Source: an optimization exercise on an open RTL-to-GDS flow (aim: small area). Production flows keep margins and buffers that such runs may drop. In this exercise RTL edits were held to simulation tests only and were not proved equivalent to the original. Power and IR drop assume default switching activity.

==> module rdbit32, before the edit <==
module rdbit32(input wire [31:0] d, input wire [31:0] s, output wire y);
    wire [9:0] t;
    wire n1, n2, n3, m;
    genvar k;
    generate
        for (k = 0; k < 10; k = k + 1) begin : g
            aoi222 u(.a0(d[3*k]), .s0(s[3*k]), .a1(d[3*k+1]), .s1(s[3*k+1]),
                     .a2(d[3*k+2]), .s2(s[3*k+2]), .y(t[k]));
        end
    endgenerate
    cnand4 m1(.a(t[0]), .b(t[1]), .c(t[2]), .d(t[3]), .y(n1));
    cnand4 m2(.a(t[4]), .b(t[5]), .c(t[6]), .d(t[7]), .y(n2));
    cnand2 m3(.a(t[8]), .b(t[9]), .y(n3));
    cor3   m4(.a(n1), .b(n2), .c(n3), .y(m));
    ca221o m5(.a1(d[30]), .a2(s[30]), .b1(d[31]), .b2(s[31]), .c(m), .y(y));
endmodule
==> module cnand4, before the edit <==
module cnand4(input wire a, input wire b, input wire c, input wire d, output wire y);
    assign y = ~(a & b & c & d);
endmodule
==> module cor3, before the edit <==
module cor3(input wire a, input wire b, input wire c, output wire y);
    assign y = a | b | c;
endmodule
==> module ca221o, before the edit <==
module ca221o(input wire a1, input wire a2, input wire b1, input wire b2,
              input wire c, output wire y);
    assign y = (a1 & a2) | (b1 & b2) | c;
endmodule
Settings: LEC_CHECK=0, CAP_MARGIN=20, CORE_MARGIN=2, CORE_UTILIZATION=60, PLACE_DENSITY=0.75, SLEW_MARGIN=20, SYNTH_HIERARCHICAL=1; clock period 10.0 ns.
standard.sh (not shown) runs the stock make flow with config.mk's settings and CLKGATE_MAP_FILE= SYNTH_SCRIPT=/design/flow/synth_recipe.tcl, a recipe that flattens the netlist after the stock synthesis.
==> flow/flow/run.sh <==
#!/bin/bash
# Layout: the standard flow (standard.sh, unchanged synthesis and steps) with two
# settings of ORFS's own: the ports are buffered with buf_1 instead of the cell
# buffer_ports picks, and the clock tree is built from clkbuf_8 without dummy loads,
# with sink clusters of at most 13 flip-flops and 60 um. make's output goes to
# flow_standard.log; each ORFS step writes its own log under orfs/logs/.
set -euo pipefail
export BUFFER_PORTS_ARGS="-buffer_cell sky130_fd_sc_hd__buf_1"
export CTS_ARGS="-sink_clustering_enable -repair_clock_nets -dont_use_dummy_load -sink_clustering_size 13 -sink_clustering_max_diameter 60 -buf_list sky130_fd_sc_hd__clkbuf_8"
bash standard.sh finish > flow_standard.log 2>&1
The baseline ran to the end with no violations.
Then changed:
--- a/flow/design.v
+++ b/flow/design.v
@@ -376,22 +376,18 @@
              output wire y);
     assign y = ~((a0 & s0) | (a1 & s1));
 endmodule
 module rdbit32(input wire [31:0] d, input wire [31:0] s, output wire y);
-    wire [9:0] t;
-    wire n1, n2, n3, m;
+    wire [10:0] t;
     genvar k;
     generate
         for (k = 0; k < 10; k = k + 1) begin : g
             aoi222 u(.a0(d[3*k]), .s0(s[3*k]), .a1(d[3*k+1]), .s1(s[3*k+1]),
                      .a2(d[3*k+2]), .s2(s[3*k+2]), .y(t[k]));
         end
     endgenerate
-    cnand4 m1(.a(t[0]), .b(t[1]), .c(t[2]), .d(t[3]), .y(n1));
-    cnand4 m2(.a(t[4]), .b(t[5]), .c(t[6]), .d(t[7]), .y(n2));
-    cnand2 m3(.a(t[8]), .b(t[9]), .y(n3));
-    cor3   m4(.a(n1), .b(n2), .c(n3), .y(m));
-    ca221o m5(.a1(d[30]), .a2(s[30]), .b1(d[31]), .b2(s[31]), .c(m), .y(y));
+    assign t[10] = 1'b1;
+    assign y = ~&t | (d[30] & s[30]) | (d[31] & s[31]);
 endmodule
 module rdbit33(input wire [32:0] d, input wire [32:0] s, output wire y);
     wire [10:0] t;
     genvar k;
@@ -452,14 +448,4 @@
 endmodule
 module cnand3(input wire a, input wire b, input wire c, output wire y);
     assign y = ~(a & b & c);
 endmodule
-module cnand4(input wire a, input wire b, input wire c, input wire d, output wire y);
-    assign y = ~(a & b & c & d);
-endmodule
-module cor3(input wire a, input wire b, input wire c, output wire y);
-    assign y = a | b | c;
-endmodule
-module ca221o(input wire a1, input wire a2, input wire b1, input wire b2,
-              input wire c, output wire y);
-    assign y = (a1 & a2) | (b1 & b2) | c;
-endmodule
The changed run finished clean.
Synthesized area is higher by about 0.43%.
Cell area stays flat.
Total power hardly moves.
Synthesized cell count stays the same.
Via count is higher by 0.72%.

[afterwards: timing with drivers on the ports]
The results above use ideal ports. As a check the final layouts listed here were re-extracted and re-timed, cells and wires unchanged. Step 1 sets driving cells, clkbuf_16 on the clock port and buf_2 on the other inputs (assumed; they add their load-dependent delay and slew). Step 2 also shifts input and output timing later by t, the mid clock arrival at the registers, as if the neighbouring blocks saw the same clock. a / b / c = ideal / step 1 / step 2; a / b = the first two.
| run | t, ns | slack for setup (ns) | worst hold slack (ns) | worst setup path at the end | cell pins on the clock port's net |
|---|---|---|---|---|---|
| the first run | 0.841 | 0.756 / 0.756 / 0.756 | 0.435 / 0.435 / 0.435 | register to register | 1 |
| the second run | 0.849 | 1.361 / 1.361 / 1.361 | 0.425 / 0.425 / 0.425 | register to register | 1 |
After both steps setup and hold are still met in every run listed.
